This is an optimization exercise on Yosys and OpenROAD, whose aim is small area, not a production implementation.
At most, simulation tests tie the RTL to the original design; equivalence was not proved.
Only the layout flow was run in runs 2 and 8; the RTL was not checked for function there.

==> design/flow/design.v <==
module rc(input signed [23:0] ins, output signed [23:0] outs, input clk, input rst);
   function signed [23:0] div2(input signed [23:0] ins);
      begin
         if(ins < 0)
            div2 = ins >>> 4;
         else
            div2 = (ins + ((1 << 4)-1)) >>> 4;
      end
   endfunction
   reg signed [23:0] out_prev;
   always @ (posedge clk)
      if(rst) out_prev <= 0;
      else    out_prev <= outs;
   assign outs = ins - div2(out_prev) + out_prev; 
endmodule
module cr(input signed [23:0] ins, output signed [23:0] outs, input clk, input rst);
   function signed [23:0] div2(input signed [23:0] ins);
      begin
         if(ins < 0)
            div2 = ins >>> 4;
         else
            div2 = (ins + ((1 << 4)-1)) >>> 4;
      end
   endfunction
   reg signed [23:0] out_prev, in_prev;
   always @ (posedge clk) begin
      if(rst) begin
         out_prev <= 0;
         in_prev <= 0;
      end else begin
         out_prev <= outs;
         in_prev <= ins;
      end
   end
   assign outs = ins - in_prev + out_prev - div2(out_prev);
endmodule
module pd2(input signed [23:0] ins, 
          input signed [23:0] threshold, 
          output signed [23:0] peak_out,
          output valid_out,
          input read_shift,
          input clk,
          input rst);
   reg state;
   reg signed [23:0] peak1, peak2, peak;
   reg valid1, valid2;
   wire below_threshold = (ins < threshold) ? 1 : 0;
   wire write_shift = (state == 1) & below_threshold;
   assign peak_out = peak2;
   assign valid_out = valid2;
   always @ (posedge clk) begin
      if(rst) begin
         valid1 <= 0;
         valid2 <= 0;
         peak1 <= 0;
         peak2 <= 0;
      end else if(read_shift | write_shift) begin
         valid1 <= write_shift ? 1 : 0;
         valid2 <= valid1;
         peak1 <= write_shift ? peak : 0;  
         peak2 <= peak1;
      end
   end
   always @ (posedge clk) begin
      if(rst) begin
         state <= 0;
         peak <= 0;
      end else if(state == 0) begin
         if(below_threshold) begin
            state <= 0;
         end else begin
            state <= 1;
            peak <= ins;
         end
      end else begin
         if(below_threshold) begin
            state <= 0;
         end else begin
            if(ins > peak) peak <= ins;
            state <= 1;
         end
      end
   end
endmodule
module blink(input signed [23:0] ins, output signed [23:0] outs,
             output signed [23:0] peak_out, output valid_out,
             input clk, input rst);
   function signed [23:0] div2(input signed [23:0] ins);
      begin
         if(ins < 0)
            div2 = ins >>> 4;
         else
            div2 = (ins + ((1 << 4)-1)) >>> 4;
      end
   endfunction
   wire signed [23:0] rc1_out, rc2_out, rc3_out, rc4_out, cr1_out;
   wire read_shift = 1;
   rc rc1(ins,rc1_out,clk,rst);
   rc rc2(div2(rc1_out), rc2_out, clk,rst);
   rc rc3(div2(rc2_out), rc3_out, clk,rst);
   rc rc4(rc3_out, rc4_out, clk,rst);
   cr cr1(rc4_out, outs, clk,rst);
   pd2 pd(outs, 500, peak_out, valid_out, read_shift, clk,rst);
endmodule
==> design/flow/run.sh <==
#!/bin/bash
# synth_recipe.tcl (not shown) runs the flow's synth.tcl, then flattens the netlist and writes it again
# the make line also repeats each setting of config.mk as NAME=value (left out here)
make -C /OpenROAD-flow-scripts/flow DESIGN_CONFIG=/design/flow/config.mk WORK_HOME=/design/flow/orfs CLKGATE_MAP_FILE= SYNTH_SCRIPT=/design/flow/synth_recipe.tcl finish
==> design/flow/config.mk <==
export PLATFORM = sky130hd
export DESIGN_NAME = blink
export DESIGN_NICKNAME = blink
export VERILOG_FILES = /design/flow/design.v
export SDC_FILE = /design/flow/constraint.sdc
export NUM_CORES = 4
export LEC_CHECK = 0
export CAP_MARGIN = 20
export CORE_MARGIN = 2
export CORE_UTILIZATION = 40
export SLEW_MARGIN = 20
==> design/flow/constraint.sdc <==
create_clock -name core_clock -period 25.0 [get_ports {clk}]
set_input_delay 5.0000 -clock core_clock [delete_from_list [all_inputs] [get_ports {clk}]]
set_output_delay 5.0000 -clock core_clock [all_outputs]
set_load 0.01 [all_outputs]
==> flow_summary.ini, run 1 <==
[run_status]
outcome = no timing/DRC/antenna violations

[cells_and_area]
drive_above_1_share_pct = 5.180
fillers = 4253
regArea_mm2 = 0.003904
diodes = 0
layout.cells.non_filler = 2670
final_nets = 2379
area_growth_pct = 12.12
multi_input_area_mm2 = 0.01264

[sta]
rsz0062_at_grt = yes
setup_viol = 0
worst_pin_slew_ps = 1012
hold-worst-slack_ps = 438.4
slew_viol_final = 0
min_period_over_period_pct = 96.36
finClkSkew_ps = 13.30
fmax_ghz = 0.04151
hold_viol_final = 0
worst_slack_ps = 910.3
setup_tns_ps = 0
max_slew_margin_pct = 31.93
period_minus_slack_ps = 24090

[clock_network]
root_buffer = clkbuf_16
cts_max_path_buffers = 2
clk_pin_slew_ps = 70
cts_tree = done
cts_sinks = 195
clk_latency_ps = 470
htreeDepth = 4
numCtsBuffers = 17
hold_buffers = 0

[synthesis]
avgSynthCellArea_um2 = 8.747
synth_top_area_cell = dfxtp_1
synth_top_area_share_pct = 22.23
synth_flop_cell = dfxtp_1
yosysWarnings = 5
netlist_instances = 2008
synth_edf_count = 0
synth_compound_area_share_pct = 15.72
synth-seq-cells = 195
async_flop_share_pct = 0
netlist_area_mm2 = 0.01756
synth_cell_types = 81
synthXorXnorAreaFrac_pct = 11.78
synthMuxAreaShare_pct = 0.3135
ys_seq_area_share_pct = 22.23
synthTopCellsByArea = dfxtp_1, fa_1, ha_1, xnor2_1, inv_1
synthAdderAreaFrac_pct = 25.97
synth_top_family_by_area = adder cells
yosys.area_share.simple_pct = 17.58
yosysMostFrequentCell = inv_1
synthTopCellsByCount = inv_1, dfxtp_1, xnor2_1

[setup_path]
worstPathRequired_ps = 20000
critPathMaxFanout = 9
critical-path-max-stage-delay_ps = 620
crit_path_frequent_cell = fa_1
arrival_ps = 19090
cp-start-kind = input pin
reg2reg_slack_ps = 6930
cp_slowest_cell = or4_1
path_class = in2out
end_kind = output port

[global_routing]
grt_pass1_vias = 14010
grt_first_pass_wirelength_um = 72480
grt_max_degree = 91
grt_overflow_total = 0
antenna_found_initial = 2
track_usage_pct = 20.02

[placed_design]
pre_cts_slack_ps = -368.1
dpl.cell_count = 2633
gp_congestion = 0.8851
portBuffers = 74
dpl.hpwl_um = 35570

[detailed_routing]
wire_per_inst_um = 16.40
drcViolationCount = 0
vias = 14030
wl_um = 43780
drt_iter0_drc = 832
dr.pass1.iters = 5
ant_nets = 0
viasPerCell = 5.255

[floorplan]
io_pins = 75
fp.dieH_um = 213.5
core_area_mm2 = 0.04317
start_util_pct = 40.68
die_area_mm2 = 0.04560
die_w_um = 213.5
core.rowCount = 76

[job]
maxCapViolCount = 0

[hold_path]
holdCritPathClass = reg2reg
metrics by stage:
stage	utilization (%)	instance area, µm²
finish	45.62	19690
global route	45.62	19690
CTS	45.33	19570
detailed placement	43.88	18940
global placement	43.88	18940
floorplan	-	17560
logic make-up after synthesis:
| family | count (synthesis) |
|---|---|
| simple gates | 600 |
| flops | 195 |
| mux | 5 |
| buf+inv | 294 |
| compound gates | 399 |
| fa+ha+maj | 282 |
| xor+xnor | 233 |
sequential cells by signal, summed over array words and instances, names as in the netlist:
signal / count
pd.valid1: 1
cr1.out_prev: 24
pd.state: 1
pd.valid2: 1
cr1.in_prev: 24
rc3.out_prev: 24
pd.peak: 24
rc1.out_prev: 24
pd.peak1: 24
pd.peak2: 24
rc2.out_prev: 24
final timing paths:
| kind | from | endpoint | depth (start not counted) |
|---|---|---|---|
| setup / recovery | ins[1] | outs[23] | 57 |
| hold / removal | pd.peak1[1]$_SDFF_PP0_ | pd.peak2[1]$_SDFF_PP0_ | 1 |
| setup reg to reg | rc1.out_prev[1]$_SDFF_PP0_ | pd.peak[21]$_SDFFE_PP0P_ | 62 |
| hold reg to reg | pd.peak1[1]$_SDFF_PP0_ | pd.peak2[1]$_SDFF_PP0_ | 1 |
cell usage in the layout, fill, tap and decap left out, types with 19 or more instances in the layout:
cell type / synthesis / routed
and3_1: 26 / 26
o21ai_0: 64 / 62
nor3_1: 43 / 42
ha_1: 143 / 143
and2_1: 31 / 31
inv_1: 244 / 244
a21o_1: 42 / 42
dfxtp_1: 195 / 195
nand3_1: 59 / 58
nor2_1: 136 / 135
buf_4: 1 / 20
clkdlybuf4s50_1: 0 / 73
nand2_1: 109 / 109
xnor2_1: 145 / 143
nor2b_1: 92 / 92
xor2_1: 85 / 85
nand4_1: 28 / 28
a21oi_1: 111 / 109
o31ai_2: 19 / 19
fa_1: 138 / 138
o2111ai_1: 23 / 23
critical path: cells and delay by family:
kind | cells | cell delay, ps
xor gates and xnor gates | 7 | 1340
and+or+nand+nor | 16 | 4040
buffers and inverters | 5 | 1230
AOI/OAI and AO/OA | 19 | 3360
adders and majority gates | 10 | 4120
layout make-up:
cell class	instances	area share (%)
multi-input cells	1519	64.18
flip-flops and latches	195	19.82
inverters	245	4.683
repair buffers	94	4.530
well taps	585	3.717
clock buffers	19	2.249
clock inverters	13	0.8196
metal layers:
metal  GRT usage [%]  part of all wire [%]  vias up
li1                -                     -     6960
met1           26.21                    46     6764
met2           34.42                    48      260
met3           2.827                   3.5       47
met4           5.723                   1.7        0
met5               0                     0        -
what timing repair did:
item,in CTS,in global routing
buffers inserted,0,5
pin swaps,0,5
setup endpoints to repair,3,10
resized for setup,2,19
==> run 2: changes to the inputs <==
==> design/flow/design.v (replaced) <==
module rca24(input [23:0] a, input [23:0] b, input ci, output [23:0] s);
   wire [24:0] c;
   assign c[0] = ci;
   genvar i;
   generate
      for (i = 0; i < 24; i = i + 1) begin : bit_
         assign s[i]   = a[i] ^ b[i] ^ c[i];
         assign c[i+1] = (a[i] & b[i]) | (a[i] & c[i]) | (b[i] & c[i]);
      end
   endgenerate
endmodule
module rbit(input [23:0] x, output r);
   assign r = ~x[23] & (|x[3:0]);
endmodule
module blink(input signed [23:0] ins, output signed [23:0] outs,
             output signed [23:0] peak_out, output valid_out,
             input clk, input rst);
   reg [23:0] h1, h2, h3, h4, e;
   wire [23:0] y1, y2, y3, y4, o;
   wire r1, r2, r3, r4, ro;
   rca24 a_y1(ins, h1, 1'b0, y1);
   rbit  b_1(y1, r1);
   rca24 a_y2({{4{y1[23]}}, y1[23:4]}, h2, r1, y2);
   rbit  b_2(y2, r2);
   rca24 a_y3({{4{y2[23]}}, y2[23:4]}, h3, r2, y3);
   rbit  b_3(y3, r3);
   rca24 a_y4(y3, h4, 1'b0, y4);
   rbit  b_4(y4, r4);
   rca24 a_o(y4, e, 1'b0, o);
   rbit  b_o(o, ro);
   assign outs = o;
   wire [23:0] n1, n2, n3, n4, ne;
   rca24 a_n1(y1, ~{{4{y1[23]}}, y1[23:4]}, ~r1, n1);
   rca24 a_n2(y2, ~{{4{y2[23]}}, y2[23:4]}, ~r2, n2);
   rca24 a_n3(y3, ~{{4{y3[23]}}, y3[23:4]}, ~r3, n3);
   rca24 a_n4(y4, ~{{4{y4[23]}}, y4[23:4]}, ~r4, n4);
   rca24 a_ne(e, ~{{4{o[23]}}, o[23:4]}, ~ro, ne);
   always @(posedge clk) begin
      if (rst) begin
         h1 <= 24'd0; h2 <= 24'd0; h3 <= 24'd0; h4 <= 24'd0; e <= 24'd0;
      end else begin
         h1 <= n1; h2 <= n2; h3 <= n3; h4 <= n4; e <= ne;
      end
   end
   reg state, valid1, valid2;
   reg signed [23:0] peak, hold;
   wire below = $signed(o) < 24'sd500;
   wire ws = state & below;
   wire load = ~below & (~state | ($signed(o) > peak));
   always @(posedge clk) begin
      if (rst) begin
         state <= 1'b0; valid1 <= 1'b0; valid2 <= 1'b0;
      end else begin
         state <= ~below;
         valid1 <= ws;
         valid2 <= valid1;
      end
   end
   always @(posedge clk) begin
      if (load) peak <= o;
      hold <= peak;
   end
   assign peak_out = valid2 ? hold : 24'd0;
   assign valid_out = valid2;
endmodule
==> flow_summary.ini, run 2 <==
[run_status]
outcome = finished with violations
violations = setup timing

[synthesis]
synth_flop_cell = dfxtp_1
yosysMostFrequentCell = fa_1
synth-seq-cells = 171
ys_seq_area_share_pct = 34.78
synth_top_area_cell = fa_1
synth_edf_count = 24
netlist_area_mm2 = 0.01053
async_flop_share_pct = 0
synth_cell_types = 39
avgSynthCellArea_um2 = 12.41
yosysWarnings = 1
synthTopCellsByCount = fa_1, inv_1, dfxtp_1
synthTopCellsByArea = fa_1, dfxtp_1, edfxtp_1, inv_1, ha_1
synth_top_area_share_pct = 42.00
netlist_instances = 849

[clock_network]
htreeDepth = 4
clk_latency_ps = 430
cts_sinks = 171
cts_tree = done
root_buffer = clkbuf_16
hold_buffers = 0
cts_max_path_buffers = 2
clk_pin_slew_ps = 70
numCtsBuffers = 17

[sta]
hold_viol_final = 0
max_slew_margin_pct = 49.31
hold-worst-slack_ps = 370.3
fmax_ghz = 0.02498
setup_tns_ps = -1225300
finClkSkew_ps = 13.44
worst_pin_slew_ps = 760.4
setup_viol = 155
min_period_over_period_pct = 160.1
slew_viol_final = 0
rsz0062_at_grt = yes
period_minus_slack_ps = 40040
worst_slack_ps = -15040

[floorplan]
core.rowCount = 59
start_util_pct = 40.54
die_w_um = 166.3
core_area_mm2 = 0.02598
io_pins = 75
fp.dieH_um = 166.3
die_area_mm2 = 0.02765

[detailed_routing]
wl_um = 20190
wire_per_inst_um = 13.79
dr.pass1.iters = 4
ant_nets = 0
vias = 6358
viasPerCell = 4.343
drcViolationCount = 0
drt_iter0_drc = 240

[hold_path]
holdCritPathClass = reg2reg

[global_routing]
antenna_found_initial = 0
track_usage_pct = 16.14
grt_pass1_vias = 7290
grt_overflow_total = 0
grt_first_pass_wirelength_um = 35320
grt_max_degree = 72

[cells_and_area]
area_growth_pct = 40.04
regArea_mm2 = 0.003664
final_cell_mix = fa_2, inv_1, dfxtp_1
multi_input_area_mm2 = 0.007002
final_util_pct = 56.77
fillers = 2198
drive_above_1_share_pct = 43.58
layout.cells.non_filler = 1464
diodes = 0
final_nets = 1393
final_common_cell = fa_2

[setup_path]
path_class = in2reg
critPathMaxFanout = 2
end_kind = register
critical-path-max-stage-delay_ps = 490
cp-start-kind = input pin
cp_slowest_cell = fa_2
crit_path_frequent_cell = fa_2
worstPathRequired_ps = 25300
arrival_ps = 40340

[placed_design]
gp_congestion = 0.8004
dpl.cell_count = 1400
dpl.hpwl_um = 16090
portBuffers = 74

[job]
maxCapViolCount = 0
run 2: cell count changes in the layout (fill, tap and decap cells not counted), sizes merged, moves of 48 or more:
cell   delta
a21oi   -100
buf     +193
dfxtp    -48
fa       +83
ha      -113
inv      -61
nand2   -107
nand3    -55
nor2b    -63
o21ai    -63
xnor2   -133
xor2     -79
run 2: repair_timing:
| action | CTS | global route |
|---|---|---|
| pin swaps | 39 | 41 |
| setup buffers | 14 | 22 |
| setup endpoints to repair | 159 | 158 |
| resized for setup | 179 | 38 |
| endpoints found under the hold margin | 0 | 0 |
| cloned | 3 | 0 |
run 2: final timing paths:
check,from,to,slack (ps),depth (start not counted)
max,ins[0],e[23]$_SDFF_PP0_,-15040,111
min,peak[9]$_DFFE_PP_,hold[9]$_DFF_P_,370,0
max reg2reg,h1[0]$_SDFF_PP0_,e[23]$_SDFF_PP0_,-10750,110
min reg2reg,peak[9]$_DFFE_PP_,hold[9]$_DFF_P_,370,0
run 2: critical path, delay by kind of cell:
kind / cells / cell delay (ps)
AND/OR/NAND/NOR: 1 / 50
adder cells (fa/ha/maj): 94 / 33100
buffers and inverters: 6 / 340
XOR/XNOR: 7 / 1310
AO/OA/AOI/OAI: 3 / 410
run 2: routing by layer:
layer  wire length [µm]  vias to the layer above  track usage, %
met5                  0                        -               0
met4                242                        0           4.085
met3                504                       15           2.955
met2              10920                       54           28.72
met1               8516                     3250           20.42
li1                   -                     3039               -
run 2: cells by family after synthesis:
group / after synthesis / share of synthesized area (%)
adders and majority gates: 253 / 45.75
buffers and inverters: 198 / 7.055
and+or+nand+nor: 174 / 7.899
DFF: 171 / 34.78
AOI/OAI and AO/OA: 32 / 2.019
xor gates and xnor gates: 21 / 2.494
run 2: cell type report:
| cell class | instances | area share, % |
|---|---|---|
| clock buffer | 19 | 2.935 |
| clock inverter | 13 | 0.7125 |
| inverter | 182 | 4.648 |
| multi-input combinational | 480 | 47.46 |
| sequential | 171 | 24.83 |
| tap | 335 | 2.841 |
| timing repair buffer | 264 | 16.56 |
run 2: through the flow:
| step | cell area, µm² | setup WS [ps] |
|---|---|---|
| 2_1_floorplan | 11200 | -15870 |
| 3_3_place_gp | 13490 | -16070 |
| 3_5_place_dp | 13490 | -16560 |
| 4_1_cts | 14520 | -15310 |
| 5_1_grt | 14750 | -15930 |
| 6_report | 14750 | -15040 |
==> run 3: changes to the inputs <==
==> design/flow/design.v (replaced) <==
module fa(input a, input b, input c, output s, output co);
   assign s = a ^ b ^ c;
   assign co = (a & b) | (a & c) | (b & c);
endmodule
module rca24(input [23:0] a, input [23:0] b, input ci, output [23:0] s);
   wire [24:0] c;
   assign c[0] = ci;
   genvar i;
   generate
      for (i = 0; i < 24; i = i + 1) begin : bit_
         fa f(a[i], b[i], c[i], s[i], c[i+1]);
      end
   endgenerate
endmodule
module rnd(input [23:0] w, input c, output v);
   wire lo15 = &w[3:0];
   wire lo0 = ~|w[3:0];
   wire s = w[23] ^ (c & (&w[22:0]));           
   wire nz = ~((lo0 & ~c) | (lo15 & c));         
   assign v = (c & lo15) | (~s & nz);
endmodule
module blink(input signed [23:0] ins, output signed [23:0] outs,
             output signed [23:0] peak_out, output valid_out,
             input clk, input rst);
   reg [23:0] h1, a2, z3, z4, qq;
   reg b1, r1d, ud;
   wire [23:0] g2;
   rca24 a_g2(a2, ~{{4{a2[23]}}, a2[23:4]}, r1d, g2);
   wire v3, v4;
   rnd n_3(z3, ud, v3);
   rnd n_4(z4, ud, v4);
   wire [23:0] g3;
   rca24 a_g3(z3, ~{{4{z3[23]}}, z3[23:4]}, ud, g3);
   wire [23:0] g4;
   rca24 a_g4(z4, ~{{4{z4[23]}}, z4[23:4]}, ud, g4);
   wire rq = ~qq[23] & (|qq[3:0]);
   wire [23:0] fx = ~{{4{qq[23]}}, qq[23:4]};
   wire [23:0] fy = ~{{4{z4[23]}}, z4[23:4]};
   wire [23:0] fs, fc;
   genvar k;
   generate
      for (k = 0; k < 24; k = k + 1) begin : csa_
         fa f(qq[k], fx[k], fy[k], fs[k], fc[k]);
      end
   endgenerate
   wire [23:0] f;
   rca24 a_f(fs, {fc[22:0], ~rq}, ~v4, f);
   wire [23:0] y1;
   rca24 a_y1(ins, h1, b1, y1);
   wire r1 = ~y1[23] & (|y1[3:0]);
   wire [23:0] q1 = {{4{y1[23]}}, y1[23:4]};
   wire [23:0] m1;
   rca24 a_m1(y1, ~q1, 1'b0, m1);
   wire [23:0] a;
   rca24 a_a(q1, g2, ~ud, a);
   wire u;
   rnd n_2(a, r1, u);
   wire [23:0] z;
   rca24 a_z({{4{a[23]}}, a[23:4]}, g3, ~v3, z);
   wire [23:0] z4n;
   rca24 a_z4(z, g4, ~v4, z4n);
   wire [23:0] w;
   rca24 a_w(z, f, 1'b0, w);
   wire [23:0] all1;
   assign all1[0] = 1'b1;
   genvar j;
   generate
      for (j = 1; j < 24; j = j + 1) begin : inc_
         assign all1[j] = all1[j-1] & w[j-1];
      end
   endgenerate
   wire [23:0] o = w ^ ({24{u}} & all1);
   assign outs = o;
   always @(posedge clk) begin
      if (rst) begin
         h1 <= 24'd0; b1 <= 1'b0;
         a2 <= 24'd0; r1d <= 1'b0;
         z3 <= 24'd0; z4 <= 24'd0; ud <= 1'b0;
         qq <= 24'd0;
      end else begin
         h1 <= m1; b1 <= ~r1;
         a2 <= a; r1d <= r1;
         z3 <= z; z4 <= z4n; ud <= u;
         qq <= o;
      end
   end
   reg sd, vd;
   reg signed [23:0] pk;
   wire signed [23:0] qs = qq;
   wire below = qs < 24'sd500;
   wire load = ~below & (~sd | (qs > pk));
   always @(posedge clk) begin
      if (rst) begin
         sd <= 1'b0; vd <= 1'b0;
      end else begin
         sd <= ~below;
         vd <= sd & below;
      end
   end
   always @(posedge clk)
      if (load) pk <= qq;
   assign peak_out = vd ? pk : 24'd0;
   assign valid_out = vd;
endmodule
--- a/design/flow/config.mk
+++ b/design/flow/config.mk
@@ -7,5 +7,8 @@
 export LEC_CHECK = 0
 export CAP_MARGIN = 20
 export CORE_MARGIN = 2
-export CORE_UTILIZATION = 40
+export CORE_UTILIZATION = 65
+export CTS_BUF_LIST = sky130_fd_sc_hd__clkbuf_4 sky130_fd_sc_hd__clkbuf_8
 export SLEW_MARGIN = 20
+export SYNTH_HIERARCHICAL = 1
+export SYNTH_MINIMUM_KEEP_SIZE = 0
==> flow_summary.ini, run 3 <==
[clock_network]
clk_latency_ps = 470
htreeDepth = 4
cts_max_path_buffers = 2
numCtsBuffers = 17
hold_buffers = 0
cts_tree = done
root_buffer = clkbuf_8
cts_sinks = 149
clk_pin_slew_ps = 90

[sta]
finClkSkew_ps = 16.60
setup_viol = 0
max_slew_margin_pct = 42.50
fmax_ghz = 0.04052
slew_viol_final = 0
worst_pin_slew_ps = 862.5
setup_tns_ps = 0
hold_viol_final = 0
period_minus_slack_ps = 24680
min_period_over_period_pct = 98.71

[detailed_routing]
wl_um = 21380
wire_per_inst_um = 17.48
viasPerCell = 5.134
ant_nets = 0
drt_iter0_drc = 199
dr.pass1.iters = 4
drcViolationCount = 0
vias = 6279

[setup_path]
reg2reg_slack_ps = 10200
cp_slowest_cell = fa_2
path_class = in2out
crit_path_end = outs[23]
crit_start = ins[0]
worstPathRequired_ps = 20000
reg2reg_to = z4[23]$_SDFF_PP0_
critical-path-max-stage-delay_ps = 510
end_kind = output port
arrival_ps = 19680
cp-start-kind = input pin
rr_startpoint = h1[0]$_SDFF_PP0_
rr_worst_depth = 37
critPathMaxFanout = 3
crit_path_frequent_cell = fa_2

[synthesis]
async_flop_share_pct = 0
synth-seq-cells = 149
avgSynthCellArea_um2 = 13.10
synthTopCellsByCount = fa_1, inv_1, dfxtp_1
netlist_instances = 859
synth_top_area_share_pct = 46.98
netlist_area_mm2 = 0.01125
yosysWarnings = 7
synth_top_area_cell = fa_1
synth_edf_count = 24
synthTopCellsByArea = fa_1, dfxtp_1, edfxtp_1, nor2b_1, inv_1
synth_cell_types = 46
yosysMostFrequentCell = fa_1
synth_flop_cell = dfxtp_1
ys_seq_area_share_pct = 28.65

[cells_and_area]
final_common_cell = fa_1
final_util_pct = 76.63
diodes = 0
final_cell_mix = fa_1, inv_1, dfxtp_1
drive_above_1_share_pct = 16.43
final_nets = 1300
area_growth_pct = 16.58
fillers = 1108

[global_routing]
grt_first_pass_wirelength_um = 36390
antenna_found_initial = 0
grt_overflow_total = 0
track_usage_pct = 26.72
grt_max_degree = 111
grt_pass1_vias = 7203

[floorplan]
core_area_mm2 = 0.01712
start_util_pct = 65.73
core.rowCount = 48
io_pins = 75
die_area_mm2 = 0.01838
fp.dieH_um = 135.6
die_w_um = 135.6

[placed_design]
gp_congestion = 0.8002
dpl.hpwl_um = 17760
portBuffers = 74

[hold_path]
holdCritPathClass = reg2reg
whs_path_depth = 0

[job]
maxCapViolCount = 0

[run_status]
outcome = no timing/DRC/antenna violations
[run 3: cell count changes after synthesis, moves of 7 or more]
cell | before | now
nand4_1 | 5 | 12
inv_1 | 181 | 129
nor2_1 | 99 | 8
fa_1 | 221 | 264
nor2b_1 | 29 | 115
nand2_1 | 2 | 18
dfxtp_1 | 147 | 125
[run 3: what timing repair did]
item,in CTS,in global routing
pin swaps,24,9
buffers inserted,1,1
gates resized for setup,52,12
endpoints found under the setup margin,3,3
hold endpoints to repair,0,0
[run 3: logic make-up after synthesis]
group	count (synthesis)	share of synthesized area, %
adder cells (fa/ha/maj)	289	49.76
AND/OR/NAND/NOR	225	12.96
flip-flops	149	28.65
buffers and inverters	146	4.915
AO/OA/AOI/OAI	26	1.635
XOR/XNOR	23	2.057
other	1	0.03333
[run 3: worst min-delay path by stage]
| stage | startpoint | to |
|---|---|---|
| final | qq[0]$_SDFF_PP0_ | pk[0]$_DFFE_PP_ |
| after global routing | qq[0]$_SDFF_PP0_ | pk[0]$_DFFE_PP_ |
| after floorplan | qq[0]$_SDFF_PP0_ | pk[0]$_DFFE_PP_ |
| after CTS | qq[0]$_SDFF_PP0_ | pk[0]$_DFFE_PP_ |
| after global placement | qq[0]$_SDFF_PP0_ | pk[0]$_DFFE_PP_ |
| after detailed placement | qq[0]$_SDFF_PP0_ | pk[0]$_DFFE_PP_ |
[run 3: layout make-up]
type	instances	area (µm²)	share of cell area (%)
Multi-Input combinational cell	565	7631	58.18
Sequential cell	149	3223	24.57
Timing Repair Buffer	123	1104	8.414
Inverter	129	484.2	3.692
Tap cell	225	281.5	2.146
Clock buffer	20	275.3	2.099
Clock inverter	12	117.6	0.8967
[run 3: stage by stage]
stage,hold slack (ps),setup WS [ps],std cells,instance area [µm²]
6_report,559.6,322.7,1223,13120
5_1_grt,567.2,-37.35,1223,13120
3_5_place_dp,556.1,-781.8,1189,12560
4_1_cts,565.8,5.906,1222,13080
2_1_floorplan,494.5,319.5,860,11250
3_3_place_gp,550.6,-463.4,1189,12560
[run 3: modules after synthesis (local to each module, per instance), a selection]
module	flip-flops and latches	times used	cell area [µm²]	cells inside
blink	149	1	5872	583
fa	0	264	20.02	1
rnd	0	3	31.28	4
[run 3: layer usage]
layer	wire length [µm]	vias up	global-route usage, %	part of all wire (%)
li1	-	2879	-	-
met1	8606	3300	35.44	40
met2	11880	78	47.08	56
met3	637	22	4.115	3.0
met4	257	0	6.134	1.2
met5	0	-	0	0
[run 3: worst max-delay path: cells and delay by family]
kind,cells,cell delay [ps]
xor gates and xnor gates,1,180
adders and majority gates,35,13880
buffers and inverters,2,610
==> run 4: changes to the inputs <==
--- a/design/flow/config.mk
+++ b/design/flow/config.mk
@@ -7,8 +7,7 @@
 export LEC_CHECK = 0
 export CAP_MARGIN = 20
 export CORE_MARGIN = 2
-export CORE_UTILIZATION = 65
-export CTS_BUF_LIST = sky130_fd_sc_hd__clkbuf_4 sky130_fd_sc_hd__clkbuf_8
+export CORE_UTILIZATION = 40
 export SLEW_MARGIN = 20
 export SYNTH_HIERARCHICAL = 1
 export SYNTH_MINIMUM_KEEP_SIZE = 0
==> flow_summary.ini, run 4 <==
[clock_network]
cts_tree = done
hold_buffers = 0
cts_max_path_buffers = 2
clk_pin_slew_ps = 60
htreeDepth = 4
numCtsBuffers = 17
root_buffer = clkbuf_16
clk_latency_ps = 450
cts_sinks = 149

[floorplan]
core.rowCount = 61
core_area_mm2 = 0.02771
die_area_mm2 = 0.02948
fp.dieH_um = 171.7
start_util_pct = 40.61
io_pins = 75
die_w_um = 171.7

[detailed_routing]
dr.pass1.iters = 4
viasPerCell = 4.446
wire_per_inst_um = 15.42
ant_nets = 0
drcViolationCount = 0
wl_um = 21170
drt_iter0_drc = 223
vias = 6104

[setup_path]
reg2reg_slack_ps = 10320
end_kind = output port
crit_path_frequent_cell = fa_1
cp-start-kind = input pin
critPathMaxFanout = 3
rr_startpoint = h1[0]$_SDFF_PP0_
worstPathRequired_ps = 20000
arrival_ps = 19610
path_class = in2out
crit_start = ins[0]
cp_slowest_cell = fa_2
critical-path-max-stage-delay_ps = 570

[sta]
slew_viol_final = 0
worst_pin_slew_ps = 614.6
finClkSkew_ps = 17.91
hold_viol_final = 0
fmax_ghz = 0.04064
rsz0062_at_grt = no
period_minus_slack_ps = 24610
setup_viol = 0
min_period_over_period_pct = 98.42
max_slew_margin_pct = 58.65

[job]
maxCapViolCount = 0

[synthesis]
synth_edf_count = 24
netlist_area_mm2 = 0.01125
synthTopCellsByCount = fa_1, inv_1, dfxtp_1
synth_top_area_cell = fa_1
ys_seq_area_share_pct = 28.65
synth_top_area_share_pct = 46.98
synthTopCellsByArea = fa_1, dfxtp_1, edfxtp_1, nor2b_1, inv_1
yosysMostFrequentCell = fa_1
async_flop_share_pct = 0
synth_cell_types = 46
netlist_instances = 859
avgSynthCellArea_um2 = 13.10
yosysWarnings = 7
synth-seq-cells = 149
synth_flop_cell = dfxtp_1

[cells_and_area]
layout.cells.non_filler = 1373
final_common_cell = fa_1
final_nets = 1297
diodes = 0
area_growth_pct = 20.13
fillers = 2438
final_cell_mix = fa_1, inv_1, dfxtp_1
drive_above_1_share_pct = 16.58
final_util_pct = 48.78

[placed_design]
gp_congestion = 0.8294
dpl.hpwl_um = 17630
portBuffers = 74
dpl.cell_count = 1337

[global_routing]
grt_pass1_vias = 6854
antenna_found_initial = 0
grt_max_degree = 104
grt_overflow_total = 0
grt_first_pass_wirelength_um = 35690
track_usage_pct = 16.39

[hold_path]
hold_start = qq[0]$_SDFF_PP0_
holdCritPathClass = reg2reg

[run_status]
outcome = no timing/DRC/antenna violations
run 4: cell count changes in the layout (fill, tap and decap cells not counted), moves of 3 or more:
| cell | change |
|---|---|
| clkbuf_16 | +18 |
| clkbuf_8 | -20 |
| fa_2 | +6 |
| fa_1 | -6 |
| buf_4 | -3 |
| clkinv_2 | +3 |
| inv_6 | -3 |
run 4: worst max-delay path: cells and delay by family:
kind,cells,cell delay (ps)
XOR/XNOR,1,170
adder cells (fa/ha/maj),35,13850
buffers and inverters,2,590
run 4: timing repair:
item / in CTS / in global routing
cloned: 0 / 0
pin swaps: 21 / 13
setup endpoints to repair: 3 / 8
resized for setup: 47 / 23
buffers inserted: 0 / 3
run 4: through the flow:
stage	setup slack [ps]	instance area (µm²)	TNS, ps	hold slack, ps
2_1_floorplan	319.5	11250	0	494.5
3_3_place_gp	-458.3	12720	-680.2	535.1
3_5_place_dp	-646.4	12720	-1066	534.8
4_1_cts	9.992	13410	0	538.3
5_1_grt	0.4956	13520	0	559.0
6_report	394.3	13520	0	539.4
run 4: modules after synthesis, one instance, submodules excluded, a selection:
module	area [µm²]	flops+latches	times used	cells
blink	5872	149	1	583
rnd	31.28	0	3	4
fa	20.02	0	264	1
run 4: cell families (layout without fill, tap and decap cells):
logic type	count (synthesis)	in the layout	synth area share, %
and+or+nand+nor	225	225	12.96
adders and majority gates	289	289	49.76
other	1	2	0.03333
DFF	149	149	28.65
xor gates and xnor gates	23	23	2.057
AOI/OAI and AO/OA	26	26	1.635
buffers and inverters	146	281	4.915
run 4: final timing paths:
check,cells after the start,to
worst max register to register,37,z4[23]$_SDFF_PP0_
worst max-delay path,38,outs[23]
worst min-delay path,0,pk[0]$_DFFE_PP_
worst min register to register,0,pk[0]$_DFFE_PP_
run 4: metal layers:
layer	up-vias	global-route usage [%]	routed length (µm)
met5	-	0	0
met2	61	28.11	11130
met4	0	3.869	226
met1	3164	21.32	9202
met3	12	3.451	616
li1	2867	-	-
run 4: cell type report:
cell class	count	area (µm²)	share of cell area, %
multi-input combinational	565	7654	56.63
clock buffer	20	457.9	3.388
tap	378	473.0	3.499
sequential	149	3223	23.85
inverter	129	484.2	3.583
clock inverter	12	126.4	0.9350
timing repair buffer	120	1097	8.119
==> run 5: changes to the inputs <==
==> design/flow/design.v (replaced) <==
module fa(input a, input b, input c, output s, output co);
   assign s = a ^ b ^ c;
   assign co = (a & b) | (a & c) | (b & c);
endmodule
module rca24(input [23:0] a, input [23:0] b, input ci, output [23:0] s);
   wire [24:0] c;
   assign c[0] = ci;
   genvar i;
   generate
      for (i = 0; i < 24; i = i + 1) begin : bit_
         fa f(a[i], b[i], c[i], s[i], c[i+1]);
      end
   endgenerate
endmodule
module inv1(input a, output y);
   assign y = ~a;
endmodule
module maj(input a, input b, input c, output y);
   assign y = (a & b) | (a & c) | (b & c);
endmodule
module rnd(input [23:0] w, input c, output v);
   wire lo15 = &w[3:0];
   wire lo0 = ~|w[3:0];
   wire s = w[23] ^ (c & (&w[22:0]));           
   wire nz = ~((lo0 & ~c) | (lo15 & c));         
   assign v = (c & lo15) | (~s & nz);
endmodule
module blink(input signed [23:0] ins, output signed [23:0] outs,
             output signed [23:0] peak_out, output valid_out,
             input clk, input rst);
   reg [23:0] h1, a2n, z3n, z4n, qq;
   reg b1, r1d, ud;
   function [23:0] sh;
      input [23:0] x;
      sh = {{4{x[23]}}, x[23:4]};
   endfunction
   wire [23:0] a2 = ~a2n;
   wire [23:0] z3 = ~z3n;
   wire [23:0] z4 = ~z4n;
   wire [23:0] g2;
   rca24 a_g2(a2, sh(a2n), r1d, g2);
   wire v3, v4;
   rnd n_3(z3, ud, v3);
   rnd n_4(z4, ud, v4);
   wire [23:0] g3;
   rca24 a_g3(z3, sh(z3n), ud, g3);
   wire [23:0] g4;
   rca24 a_g4(z4, sh(z4n), ud, g4);
   wire rq = ~qq[23] & (|qq[3:0]);
   wire [23:0] fx = sh(~qq);
   wire [23:0] fy = sh(z4n);
   wire [23:0] fs, fc;
   genvar k;
   generate
      for (k = 0; k < 24; k = k + 1) begin : csa_
         fa f(qq[k], fx[k], fy[k], fs[k], fc[k]);
      end
   endgenerate
   wire [23:0] f;
   rca24 a_f(fs, {fc[22:0], ~rq}, ~v4, f);
   wire [23:0] y1;
   rca24 a_y1(ins, h1, b1, y1);
   wire r1 = ~y1[23] & (|y1[3:0]);
   wire [23:0] m1n;
   rca24 a_m1(~y1, sh(y1), 1'b1, m1n);
   wire [23:0] a;
   rca24 a_a(sh(y1), g2, ~ud, a);
   wire u;
   rnd n_2(a, r1, u);
   wire [23:0] z;
   rca24 a_z(sh(a), g3, ~v3, z);
   wire [23:0] z4x;
   rca24 a_z4(z, g4, ~v4, z4x);
   wire [23:0] w;
   rca24 a_w(z, f, 1'b0, w);
   wire [23:0] all1;
   assign all1[0] = 1'b1;
   genvar j;
   generate
      for (j = 1; j < 24; j = j + 1) begin : inc_
         assign all1[j] = all1[j-1] & w[j-1];
      end
   endgenerate
   wire [23:0] o = w ^ ({24{u}} & all1);
   assign outs = o;
   wire rstn;
   inv1 i_rstn(rst, rstn);
   always @(posedge clk) begin
      if (~rstn) begin
         h1 <= 24'd0; b1 <= 1'b0;
         a2n <= 24'hffffff; r1d <= 1'b0;
         z3n <= 24'hffffff; z4n <= 24'hffffff; ud <= 1'b0;
         qq <= 24'd0;
      end else begin
         h1 <= ~m1n; b1 <= ~r1;
         a2n <= ~a; r1d <= r1;
         z3n <= ~z; z4n <= ~z4x; ud <= u;
         qq <= o;
      end
   end
   reg sd, vd;
   reg [23:0] pkn;
   wire signed [23:0] qs = qq;
   wire below = qs < 24'sd500;
   wire [24:0] gc;
   assign gc[0] = 1'b0;
   genvar m;
   generate
      for (m = 0; m < 24; m = m + 1) begin : cmp_
         if (m == 23)
            maj c(~qq[m], ~pkn[m], gc[m], gc[m+1]);
         else
            maj c(qq[m], pkn[m], gc[m], gc[m+1]);
      end
   endgenerate
   wire load = ~below & (~sd | gc[24]);
   always @(posedge clk) begin
      if (rst) begin
         sd <= 1'b0; vd <= 1'b0;
      end else begin
         sd <= ~below;
         vd <= sd & below;
      end
   end
   always @(posedge clk)
      if (load) pkn <= ~qq;
   assign peak_out = vd ? ~pkn : 24'd0;
   assign valid_out = vd;
endmodule
--- a/design/flow/config.mk
+++ b/design/flow/config.mk
@@ -7,7 +7,10 @@
 export LEC_CHECK = 0
 export CAP_MARGIN = 20
 export CORE_MARGIN = 2
-export CORE_UTILIZATION = 40
+export CORE_UTILIZATION = 70
+export CTS_BUF_LIST = sky130_fd_sc_hd__clkbuf_8
+export CTS_CLUSTER_DIAMETER = 200
+export CTS_CLUSTER_SIZE = 40
 export SLEW_MARGIN = 20
 export SYNTH_HIERARCHICAL = 1
 export SYNTH_MINIMUM_KEEP_SIZE = 0
==> flow_summary.ini, run 5 <==
[sta]
hold-worst-slack_ps = 527.9
finClkSkew_ps = 13.47
period_minus_slack_ps = 24710
setup_viol = 0
max_slew_margin_pct = 34.38
fmax_ghz = 0.04047
hold_viol_final = 0
min_period_over_period_pct = 98.84
worst_pin_slew_ps = 984.3
rsz0062_at_grt = no
slew_viol_final = 0

[synthesis]
async_flop_share_pct = 0
netlist_area_mm2 = 0.01073
synth_cell_types = 41
avgSynthCellArea_um2 = 12.82
synthTopCellsByArea = fa_1, dfxtp_1, edfxtp_1, inv_1, nand2_1
yosysWarnings = 7
yosysMostFrequentCell = fa_1
synth_top_area_share_pct = 49.24
netlist_instances = 837
ys_seq_area_share_pct = 30.03
synthTopCellsByCount = fa_1, inv_1, dfxtp_1
synth_flop_cell = dfxtp_1
synth_edf_count = 24
synth_top_area_cell = fa_1
synth-seq-cells = 149

[setup_path]
cp-start-kind = input pin
crit_path_frequent_cell = fa_2
worstPathRequired_ps = 20000
critPathMaxFanout = 3
cp_slowest_cell = fa_2
arrival_ps = 19710
path_class = in2out
end_kind = output port
critical-path-max-stage-delay_ps = 570

[cells_and_area]
diodes = 0
final_nets = 1257
fillers = 811
multi_input_area_mm2 = 0.007124
final_common_cell = fa_1
layout.cells.non_filler = 1167
area_growth_pct = 17.88
final_cell_mix = fa_1, inv_1, dfxtp_1
drive_above_1_share_pct = 18.90
final_util_pct = 83.85
regArea_mm2 = 0.003223

[floorplan]
die_area_mm2 = 0.01634
core_area_mm2 = 0.01509
die_w_um = 127.8
start_util_pct = 71.13
fp.dieH_um = 127.8
core.rowCount = 45
io_pins = 75

[global_routing]
grt_overflow_total = 0
antenna_found_initial = 0
track_usage_pct = 30.16
grt_first_pass_wirelength_um = 36490
grt_max_degree = 95
grt_pass1_vias = 7429

[clock_network]
cts_max_path_buffers = 2
numCtsBuffers = 17
clk_latency_ps = 470
htreeDepth = 4
cts_tree = done
cts_sinks = 149
clk_pin_slew_ps = 80
root_buffer = clkbuf_8

[detailed_routing]
vias = 6363
viasPerCell = 5.452
dr.pass1.iters = 4
drt_iter0_drc = 300
wire_per_inst_um = 18.75
wl_um = 21880
drcViolationCount = 0
ant_nets = 0

[hold_path]
holdCritPathClass = reg2reg

[placed_design]
dpl.cell_count = 1132
dpl.hpwl_um = 17040
gp_congestion = 0.8340
portBuffers = 74

[job]
maxCapViolCount = 0

[run_status]
outcome = no timing/DRC/antenna violations
==> run 5: worst paths after layout <==
| check | start | endpoint | slack (ps) | cells after the start |
|---|---|---|---|---|
| setup / recovery | ins[0] | outs[21] | 290 | 37 |
| setup reg to reg | h1[0]$_SDFF_PN0_ | z4n[23]$_SDFF_PN1_ | 10260 | 37 |
| hold / removal | qq[0]$_SDFF_PN0_ | pkn[0]$_DFFE_PP_ | 530 | 1 |
| hold reg to reg | qq[0]$_SDFF_PN0_ | pkn[0]$_DFFE_PP_ | 530 | 1 |
==> run 5: kinds of logic after synthesis <==
logic type      share of synthesized area (%)
other cells                           0.06997
flops                                   30.03
xor+xnor                                1.224
fa+ha+maj                               51.88
mux                                    0.3731
simple gates                            9.792
buf+inv                                 5.327
compound gates                          1.306
==> run 5: final cells by class <==
class / instances / share of cell area (%)
inverter: 130 / 3.857
timing repair buffer: 127 / 9.187
clock buffer: 18 / 1.958
multi-input combinational: 541 / 56.31
sequential: 149 / 25.47
tap: 188 / 1.859
clock inverter: 14 / 1.355
==> run 5: metrics by stage <==
stage / instance area, µm² / setup TNS, ps / setup WS, ps
6_report: 12650 / 0 / 288.9
3_5_place_dp: 12010 / -2601 / -1036
5_1_grt: 12650 / 0 / 10.50
2_1_floorplan: 10740 / 0 / 114.0
3_3_place_gp: 12010 / -860.0 / -512.2
4_1_cts: 12580 / 0 / 2.492
==> run 5: per-module statistics from Yosys (local to each module, per instance), excerpt <==
module | flops+latches | times used | cells | cell area [µm²]
blink | 149 | 1 | 536 | 5080
rnd | 0 | 3 | 4 | 31.28
fa | 0 | 264 | 1 | 20.02
maj | 0 | 24 | 1 | 11.26
inv1 | 0 | 1 | 1 | 3.754
==> run 5: critical path: cells and delay by family <==
kind                     cells  cell delay [ps]
AND/OR/NAND/NOR              2              660
adder cells (fa/ha/maj)     33            13050
buffers and inverters        2              980
==> run 5: repair_timing <==
| action | CTS | global route |
|---|---|---|
| setup buffers | 2 | 0 |
| resized for setup | 58 | 16 |
| pin swaps | 22 | 13 |
| hold buffers | 0 | 0 |
| endpoints found under the setup margin | 5 | 3 |
==> run 5: metal layers <==
metal  global-route usage [%]  wire, µm  vias up
li1                         -         -     2798
met1                    35.73      7919     3343
met2                    54.14     12460      159
met3                    5.801       767       63
met4                    13.06       734        0
met5                        0         0        -
==> run 6: changes to the inputs <==
==> design/flow/config.mk (replaced) <==
export PLATFORM = sky130hd
export DESIGN_NAME = blink
export DESIGN_NICKNAME = blink
export VERILOG_FILES = /design/flow/design.v
export SDC_FILE = /design/flow/constraint.sdc
export NUM_CORES = 4
export LEC_CHECK = 0
export CAP_MARGIN = 20
export CORE_MARGIN = 2
export CORE_UTILIZATION = 65
export CTS_BUF_LIST = sky130_fd_sc_hd__clkbuf_4 sky130_fd_sc_hd__clkbuf_8
export SLEW_MARGIN = 20
export SYNTH_HIERARCHICAL = 1
export SYNTH_MINIMUM_KEEP_SIZE = 0
==> flow_summary.ini, run 6 <==
[global_routing]
grt_first_pass_wirelength_um = 36760
grt_overflow_total = 0
grt_pass1_vias = 7444
grt_max_degree = 95
antenna_found_initial = 0
track_usage_pct = 27.57

[setup_path]
cp_slowest_cell = fa_2
critical-path-max-stage-delay_ps = 580
rr_worst_depth = 37
arrival_ps = 19650
reg2reg_to = z4n[23]$_SDFF_PN1_
path_class = in2out
critPathMaxFanout = 2
crit_path_frequent_cell = fa_2
worstPathRequired_ps = 20000
rr_startpoint = h1[0]$_SDFF_PN0_
end_kind = output port
cp-start-kind = input pin
reg2reg_slack_ps = 10250

[sta]
finClkSkew_ps = 11.88
hold_viol_final = 0
worst_pin_slew_ps = 995.1
fmax_ghz = 0.04056
min_period_over_period_pct = 98.61
setup_viol = 0
rsz0062_at_grt = no
slew_viol_final = 0
max_slew_margin_pct = 33.66
period_minus_slack_ps = 24650

[detailed_routing]
viasPerCell = 5.268
dr.pass1.iters = 5
ant_nets = 0
vias = 6300
drt_iter0_drc = 267
wire_per_inst_um = 17.86
drcViolationCount = 0
wl_um = 21360

[cells_and_area]
area_growth_pct = 18.27
final_common_cell = fa_1
final_cell_mix = fa_1, inv_1, dfxtp_1
diodes = 0
drive_above_1_share_pct = 19.39
final_nets = 1258
fillers = 1020
fin_area_mm2 = 0.01269

[clock_network]
cts_max_path_buffers = 2
cts_tree = done
cts_sinks = 149
htreeDepth = 4
clk_latency_ps = 470
root_buffer = clkbuf_8
clk_pin_slew_ps = 80
numCtsBuffers = 17
hold_buffers = 0

[hold_path]
whs_path_depth = 1
holdPathEnd = pkn[0]$_DFFE_PP_
holdCritPathClass = reg2reg
hold_start = qq[0]$_SDFF_PN0_

[placed_design]
gp_congestion = 0.8254
dpl_cell_area_mm2 = 0.01205
portBuffers = 74
dpl.hpwl_um = 17540

[synthesis]
synthTopCellsByArea = fa_1, dfxtp_1, edfxtp_1, inv_1, nand2_1
synth_top_area_share_pct = 49.24
yosysWarnings = 7
ys_seq_area_share_pct = 30.03
avgSynthCellArea_um2 = 12.82
synth_flop_cell = dfxtp_1
netlist_area_mm2 = 0.01073
netlist_instances = 837
synthTopCellsByCount = fa_1, inv_1, dfxtp_1
synth_cell_types = 41
synth_top_area_cell = fa_1
async_flop_share_pct = 0
synth_edf_count = 24
yosysMostFrequentCell = fa_1
synth-seq-cells = 149

[floorplan]
core_area_mm2 = 0.01600
die_w_um = 132.5
io_pins = 75
start_util_pct = 67.08
die_area_mm2 = 0.01756
fp.dieH_um = 132.5
core.rowCount = 46

[job]
maxCapViolCount = 0

[run_status]
outcome = no timing/DRC/antenna violations
-- run 6: cell counts after synthesis --
Identical to the previous run, type by type.
-- run 6: cell type report --
cell class / count / area (µm²) / share of cell area (%)
clock buffers: 24 / 305.3 / 2.405
multi-input cells: 541 / 7122 / 56.11
clock inverters: 8 / 146.4 / 1.153
flip-flops and latches: 149 / 3223 / 25.39
repair buffers: 128 / 1139 / 8.970
inverters: 130 / 488.0 / 3.844
well taps: 216 / 270.3 / 2.129
-- run 6: modules after synthesis (local to each module, per instance), a selection --
module,cells,area [µm²],copies in the design,flip-flops and latches
blink,536,5080,1,149
rnd,4,31.28,3,0
fa,1,20.02,264,0
maj,1,11.26,24,0
inv1,1,3.754,1,0
-- run 6: routing by layer --
| metal | track usage (%) | vias to the layer above | share of wire [%] |
|---|---|---|---|
| met1 | 31.82 | 3342 | 36 |
| met4 | 7.527 | 0 | 2.0 |
| met5 | 0 | - | 0 |
| met2 | 50.72 | 122 | 57 |
| met3 | 7.471 | 38 | 4.3 |
| li1 | - | 2798 | - |
-- run 6: kinds of logic after synthesis --
group	share of synthesized area, %
XOR/XNOR	1.224
flip-flops	30.03
other	0.06997
multiplexers	0.3731
adder cells (fa/ha/maj)	51.88
AO/OA/AOI/OAI	1.306
buffers and inverters	5.327
AND/OR/NAND/NOR	9.792
-- run 6: repair_timing --
action,in CTS,in global routing
cloned,0,0
pin swaps,28,8
setup buffers,2,1
gates resized for setup,59,14
endpoints found under the setup margin,4,11
hold endpoints to repair,0,0
-- run 6: worst max-delay path, delay by kind of cell --
family,cells,cell delay (ps)
XOR/XNOR,1,210
buffers and inverters,2,620
adder cells (fa/ha/maj),35,13810
-- run 6: worst max-delay path by stage --
stage                 from  endpoint
floorplan           ins[0]  outs[23]
global placement    ins[0]  outs[23]
detailed placement  ins[0]  outs[23]
CTS                 ins[0]  outs[23]
global route        ins[0]  outs[23]
finish              ins[0]  outs[23]
-- run 6: stage by stage --
step | setup WS, ps | setup TNS [ps] | cells | util, % | hold WS [ps]
CTS | 13.22 | 0 | 1195 | 79.05 | 532.2
detailed placement | -932.9 | -2204 | 1161 | 75.31 | 511.9
global route | 15.80 | 0 | 1196 | 79.33 | 555.3
finish | 347.5 | 0 | 1196 | 79.33 | 530.8
global placement | -600.7 | -1271 | 1161 | 75.31 | 499.7
floorplan | 114.0 | 0 | 838 | - | 470.4
==> run 7: changes to the inputs <==
==> design/flow/flow/run.sh (new file) <==
#!/bin/bash
# The standard layout, with two changes to how it is made:
#  - every port still gets a buffer, but the smallest one (buf_1) instead of
#    the delay buffer buffer_ports picks by itself;
#  - clock tree synthesis adds no dummy loads to balance the tree.
set -euo pipefail
export BUFFER_PORTS_ARGS="-buffer_cell sky130_fd_sc_hd__buf_1"
export CTS_ARGS="-sink_clustering_enable -repair_clock_nets -dont_use_dummy_load -buf_list sky130_fd_sc_hd__clkbuf_8 -sink_clustering_size 40 -sink_clustering_max_diameter 200"
bash standard.sh > standard.log 2>&1
==> design/flow/standard.sh (new file) <==
#!/bin/bash
# synth_recipe.tcl (not shown) runs the flow's synth.tcl, then flattens the netlist and writes it again
# the make line also repeats each setting of config.mk as NAME=value (left out here)
make -C /OpenROAD-flow-scripts/flow DESIGN_CONFIG=/design/flow/config.mk WORK_HOME=/design/flow/orfs CLKGATE_MAP_FILE= SYNTH_SCRIPT=/design/flow/synth_recipe.tcl "${@:-finish}"
--- a/design/flow/config.mk
+++ b/design/flow/config.mk
@@ -7,8 +7,10 @@
 export LEC_CHECK = 0
 export CAP_MARGIN = 20
 export CORE_MARGIN = 2
-export CORE_UTILIZATION = 65
-export CTS_BUF_LIST = sky130_fd_sc_hd__clkbuf_4 sky130_fd_sc_hd__clkbuf_8
+export CORE_UTILIZATION = 70
+export CTS_BUF_LIST = sky130_fd_sc_hd__clkbuf_8
+export CTS_CLUSTER_DIAMETER = 200
+export CTS_CLUSTER_SIZE = 40
 export SLEW_MARGIN = 20
 export SYNTH_HIERARCHICAL = 1
 export SYNTH_MINIMUM_KEEP_SIZE = 0
removed: design/flow/run.sh
==> flow_summary.ini, run 7 <==
[hold_path]
whs_path_depth = 1
holdCritPathClass = reg2reg

[floorplan]
core_area_mm2 = 0.01509
fp.dieH_um = 127.8
core.rowCount = 45
die_area_mm2 = 0.01634
die_w_um = 127.8
start_util_pct = 71.13
io_pins = 75

[clock_network]
clk_pin_slew_ps = 70
root_buffer = clkbuf_8
numCtsBuffers = 17
cts_tree = done
clk_latency_ps = 460
cts_sinks = 149
cts_max_path_buffers = 2
htreeDepth = 4

[placed_design]
dpl.cell_count = 1090
portBuffers = 74
dpl_cell_area_mm2 = 0.01123
gp_congestion = 0.8236
pre_cts_slack_ps = -188.6
dpl.hpwl_um = 16630

[setup_path]
path_depth = 38
critPathMaxFanout = 3
cp-start-kind = input pin
crit_family = adder cells
cp_slowest_cell = fa_1
reg2reg_to = z4n[23]$_SDFF_PN1_
rr_worst_depth = 37
critical-path-max-stage-delay_ps = 580
rr_startpoint = h1[0]$_SDFF_PN0_
worstPathRequired_ps = 20000
reg2reg_slack_ps = 10130
crit_path_frequent_cell = fa_1
crit_path_end = outs[23]
crit_start = ins[0]
end_kind = output port
arrival_ps = 19600
path_class = in2out
crit_buf_inv = 2

[sta]
slew_viol_final = 0
worst_slack_ps = 403.3
max_slew_margin_pct = 49.08
finClkSkew_ps = 23.86
fmax_ghz = 0.04066
min_period_over_period_pct = 98.39
period_minus_slack_ps = 24600
setup_viol = 0
hold_viol_final = 0
rsz0062_at_grt = no
hold-worst-slack_ps = 524.9
worst_pin_slew_ps = 763.7

[synthesis]
synthTopCellsByArea = fa_1, dfxtp_1, edfxtp_1, inv_1, nand2_1
synthTopCellsByCount = fa_1, inv_1, dfxtp_1
synth_top_area_share_pct = 49.24
netlist_instances = 837
synth_cell_types = 41
avgSynthCellArea_um2 = 12.82
yosysWarnings = 7
synth-seq-cells = 149
synth_edf_count = 24
yosysMostFrequentCell = fa_1
async_flop_share_pct = 0
netlist_area_mm2 = 0.01073
synth_top_area_cell = fa_1
ys_seq_area_share_pct = 30.03
synth_flop_cell = dfxtp_1

[detailed_routing]
vias = 6047
viasPerCell = 5.443
drt_iter0_drc = 370
wl_um = 19680
drcViolationCount = 0
dr.pass1.iters = 4
ant_nets = 0
wire_per_inst_um = 17.71

[cells_and_area]
diodes = 0
final_common_cell = fa_1
fin_area_mm2 = 0.01162
drive_above_1_share_pct = 11.27
final_cell_mix = fa_1, inv_1, dfxtp_1
area_growth_pct = 8.230
final_nets = 1216
layout.cells.non_filler = 1111

[job]
maxCapViolCount = 0

[global_routing]
met2_usage_pct = 48.51
grt_max_degree = 74
grt_pass1_vias = 7039
grt_overflow_total = 0
antenna_found_initial = 0
use_met1_pct = 35.44
grt_first_pass_wirelength_um = 34020
met3_usage_pct = 5.175
top_usage_layer = met2
track_usage_pct = 27.72

[run_status]
outcome = no timing/DRC/antenna violations
==> run 7: worst min path at each step <==
stage                        to  slack (ps)              from
2_1_floorplan     vd$_SDFF_PP0_         470     sd$_SDFF_PP0_
3_3_place_gp      vd$_SDFF_PP0_         500     sd$_SDFF_PP0_
3_5_place_dp   pkn[0]$_DFFE_PP_         520  qq[0]$_SDFF_PN0_
4_1_cts        pkn[0]$_DFFE_PP_         540  qq[0]$_SDFF_PN0_
5_1_grt        pkn[0]$_DFFE_PP_         560  qq[0]$_SDFF_PN0_
6_report       pkn[0]$_DFFE_PP_         520  qq[0]$_SDFF_PN0_
==> run 7: logic make-up (layout without fill, tap and decap cells) <==
kind of cell	after synthesis	in the layout	synth area share [%]
other	2	3	0.06997
and+or+nand+nor	207	207	9.792
xor gates and xnor gates	15	15	1.224
buffers and inverters	148	233	5.327
adders and majority gates	289	289	51.88
muxes	4	4	0.3731
AOI/OAI and AO/OA	23	23	1.306
DFF	149	149	30.03
==> run 7: timing repair <==
item,4_1_cts,5_1_grt
gates resized for setup,21,19
hold buffers,0,0
setup buffers,0,3
pin swaps,0,6
setup endpoints to repair,1,3
==> run 7: metrics by stage <==
step / TNS [ps] / utilization [%]
floorplan: 0 / -
global placement: 0 / 74.42
finish: 0 / 76.98
CTS: 0 / 76.36
global route: 0 / 76.98
detailed placement: -188.6 / 74.42
==> run 7: modules after synthesis (local to each module, per instance), a selection <==
module  cell area (µm²)  cells inside  copies in the design
maj               11.26             1                    24
rnd               31.28             4                     3
fa                20.02             1                   264
blink              5080           536                     1
inv1              3.754             1                     1
==> run 7: area by class of cell <==
class | count | area [µm²]
clock buffers | 17 | 234.0
well taps | 188 | 235.2
inverters | 130 | 488.0
repair buffers | 86 | 386.6
fillers | 936 | 3473
flip-flops and latches | 149 | 3223
multi-input cells | 541 | 7049
==> run 7: layer usage <==
layer / wire length [µm] / vias to the layer above
li1: - / 2695
met1: 7650 / 3210
met2: 10940 / 108
met3: 667 / 34
met4: 422 / 0
met5: 0 / -
==> run 8: changes to the inputs <==
--- a/design/flow/design.v
+++ b/design/flow/design.v
@@ -98,7 +98,7 @@
          qq <= o;
       end
    end
-   reg sd, vd;
+   reg sd, vdn;
    reg [23:0] pkn;
    wire signed [23:0] qs = qq;
    wire below = qs < 24'sd500;
@@ -116,14 +116,14 @@
    wire load = ~below & (~sd | gc[24]);
    always @(posedge clk) begin
       if (rst) begin
-         sd <= 1'b0; vd <= 1'b0;
+         sd <= 1'b0; vdn <= 1'b1;
       end else begin
          sd <= ~below;
-         vd <= sd & below;
+         vdn <= ~(sd & below);
       end
    end
    always @(posedge clk)
       if (load) pkn <= ~qq;
-   assign peak_out = vd ? ~pkn : 24'd0;
-   assign valid_out = vd;
+   assign peak_out = ~(pkn | {24{vdn}});
+   assign valid_out = ~vdn;
 endmodule
==> flow_summary.ini, run 8 <==
[sta]
worst_slack_ps = 360.7
setup_viol = 0
hold-worst-slack_ps = 428.7
min_period_over_period_pct = 98.56
slew_viol_final = 0
worst_pin_slew_ps = 784.2
max_slew_margin_pct = 47.65
finClkSkew_ps = 22.12
fmax_ghz = 0.04059
hold_viol_final = 0
period_minus_slack_ps = 24640

[detailed_routing]
dr.pass1.iters = 4
viasPerCell = 5.425
vias = 6076
wire_per_inst_um = 18.32
drt_iter0_drc = 352
wl_um = 20520
ant_nets = 0
drcViolationCount = 0

[synthesis]
ys_seq_area_share_pct = 30.18
synth-seq-cells = 149
netlist_area_mm2 = 0.01068
synth_edf_count = 24
async_flop_share_pct = 0
synthTopCellsByCount = fa_1, inv_1, dfxtp_1
synth_top_area_share_pct = 49.49
synth_flop_cell = dfxtp_1
yosysMostFrequentCell = fa_1
synth_cell_types = 40
avgSynthCellArea_um2 = 12.73
netlist_instances = 839
synth_top_area_cell = fa_1
yosysWarnings = 7
synthTopCellsByArea = fa_1, dfxtp_1, edfxtp_1, inv_1, nand2_1

[run_status]
outcome = no timing/DRC/antenna violations

[floorplan]
die_area_mm2 = 0.01626
core.rowCount = 45
fp.dieH_um = 127.5
die_w_um = 127.5
io_pins = 75
core_area_mm2 = 0.01503
start_util_pct = 71.04

[setup_path]
critPathMaxFanout = 3
crit_family = adder cells
worstPathRequired_ps = 20000
cp_slowest_cell = fa_1
end_kind = output port
path_class = in2out
crit_buf_inv = 2
arrival_ps = 19640
crit_path_frequent_cell = fa_2
cp-start-kind = input pin
critical-path-max-stage-delay_ps = 570

[placed_design]
gp_congestion = 0.8421
pre_cts_slack_ps = -317.2
dpl.cell_count = 1094
portBuffers = 74
dpl.hpwl_um = 16890

[cells_and_area]
diodes = 0
final_common_cell = fa_1
drive_above_1_share_pct = 13.41
fillers = 958
layout.cells.non_filler = 1120
final_util_pct = 77.52
area_growth_pct = 9.127
multi_input_area_mm2 = 0.007020
final_cell_mix = fa_1, inv_1, dfxtp_1
regArea_mm2 = 0.003223
final_nets = 1225

[clock_network]
clk_latency_ps = 450
clk_pin_slew_ps = 80
root_buffer = clkbuf_8
cts_sinks = 149
cts_tree = done
cts_max_path_buffers = 2
numCtsBuffers = 17
htreeDepth = 4

[global_routing]
grt_first_pass_wirelength_um = 34640
grt_overflow_total = 0
antenna_found_initial = 0
top_usage_layer = met2
track_usage_pct = 28.53
grt_pass1_vias = 7050
met2_usage_pct = 51.09
grt_max_degree = 76
use_met1_pct = 35.58
met3_usage_pct = 6.030

[job]
maxCapViolCount = 0

[hold_path]
holdCritPathClass = reg2reg
==> run 8: cell types whose count changed in the layout (fill, tap and decap cells not counted), moves of 8 or more <==
cell and change:
nor2b_1 -24, buf_4 +8, fa_2 +13, fa_1 -13, nor2_1 +24
==> run 8: logic make-up (layout without fill, tap and decap cells) <==
group	Yosys count	in the layout	synth area share, %
xor gates and xnor gates	15	15	1.230
DFF	149	149	30.18
other	2	3	0.07032
buffers and inverters	150	242	5.425
adders and majority gates	289	289	52.14
muxes	4	4	0.3749
and+or+nand+nor	207	207	9.268
AOI/OAI and AO/OA	23	23	1.312
==> run 8: through the flow <==
step           setup TNS (ps)  instance area (µm²)
3_3_place_gp                0                11190
5_1_grt                -27.03                11650
6_report                    0                11650
3_5_place_dp           -317.2                11190
2_1_floorplan               0                10680
4_1_cts                     0                11500
==> run 8: final timing paths <==
path	to	slack [ps]	depth (start not counted)	startpoint
min reg2reg	vdn$_SDFF_PP1_	430	1	sd$_SDFF_PP0_
max	outs[23]	360	38	ins[0]
max reg2reg	z4n[23]$_SDFF_PN1_	10110	37	h1[0]$_SDFF_PN0_
min	vdn$_SDFF_PP1_	430	1	sd$_SDFF_PP0_
==> run 8: worst register-to-register path, delay by kind of cell (launching register included) <==
family,cells,cell delay [ps]
simple gates,1,50
buf+inv,1,170
flops,1,320
fa+ha+maj,35,14180
==> run 8: modules after synthesis, one instance, submodules excluded, excerpt <==
module | cell area [µm²] | flops+latches | cells inside
maj | 11.26 | 0 | 1
inv1 | 3.754 | 0 | 1
blink | 5026 | 149 | 538
rnd | 31.28 | 0 | 4
fa | 20.02 | 0 | 1
==> run 8: repair_timing <==
item,4_1_cts,5_1_grt
pin swaps,3,14
resized for setup,22,31
setup buffers,1,7
hold buffers,0,0
endpoints found under the setup margin,1,3
cloned,0,0
==> run 8: final cells by class <==
class,count,area share (%)
Clock buffer,17,2.008
Inverter,131,4.219
Multi-Input combinational cell,541,60.24
Sequential cell,149,27.66
Tap cell,188,2.018
Timing Repair Buffer,94,3.854
==> run 8: metal layers <==
| layer | vias to the layer above | part of all wire, % |
|---|---|---|
| met5 | - | 0 |
| met4 | 0 | 1.9 |
| met3 | 34 | 3.3 |
| met2 | 121 | 57 |
| met1 | 3200 | 38 |
| li1 | 2721 | - |

-- separate check: timing with driven ports --
No port has a modelled driver above. Below, the same layouts with a new extraction and two added sets of constraints. Step 1: set_driving_cell puts a clkbuf_16 on clk and a buf_2 on each other input, an assumption about the parent block. Step 2 also shifts input and output timing later by t, the mid clock arrival at the registers, as if the neighbouring blocks saw the same clock. a / b / c = ideal / step 1 / step 2; a / b = the first two.
run | t, ns | setup slack, ns | worst setup path at the end
run 1 | 0.518 | 0.910 / 0.886 / 0.886 | input to output
run 2 | 0.475 | -15.035 / -15.027 / -15.502 | input to register
run 3 | 0.502 | 0.323 / 0.298 / 0.298 | input to output
run 4 | 0.488 | 0.394 / 0.371 / 0.371 | input to output
run 5 | 0.506 | 0.289 / 0.265 / 0.265 | input to output
run 6 | 0.502 | 0.348 / 0.323 / 0.323 | input to output
run 7 | 0.487 | 0.403 / 0.382 / 0.382 | input to output
run 8 | 0.481 | 0.361 / 0.339 / 0.339 | input to output
For run 2, which loses most, drivers alone change the setup slack by +0.008 ns; drivers and shift together by -0.467 ns.
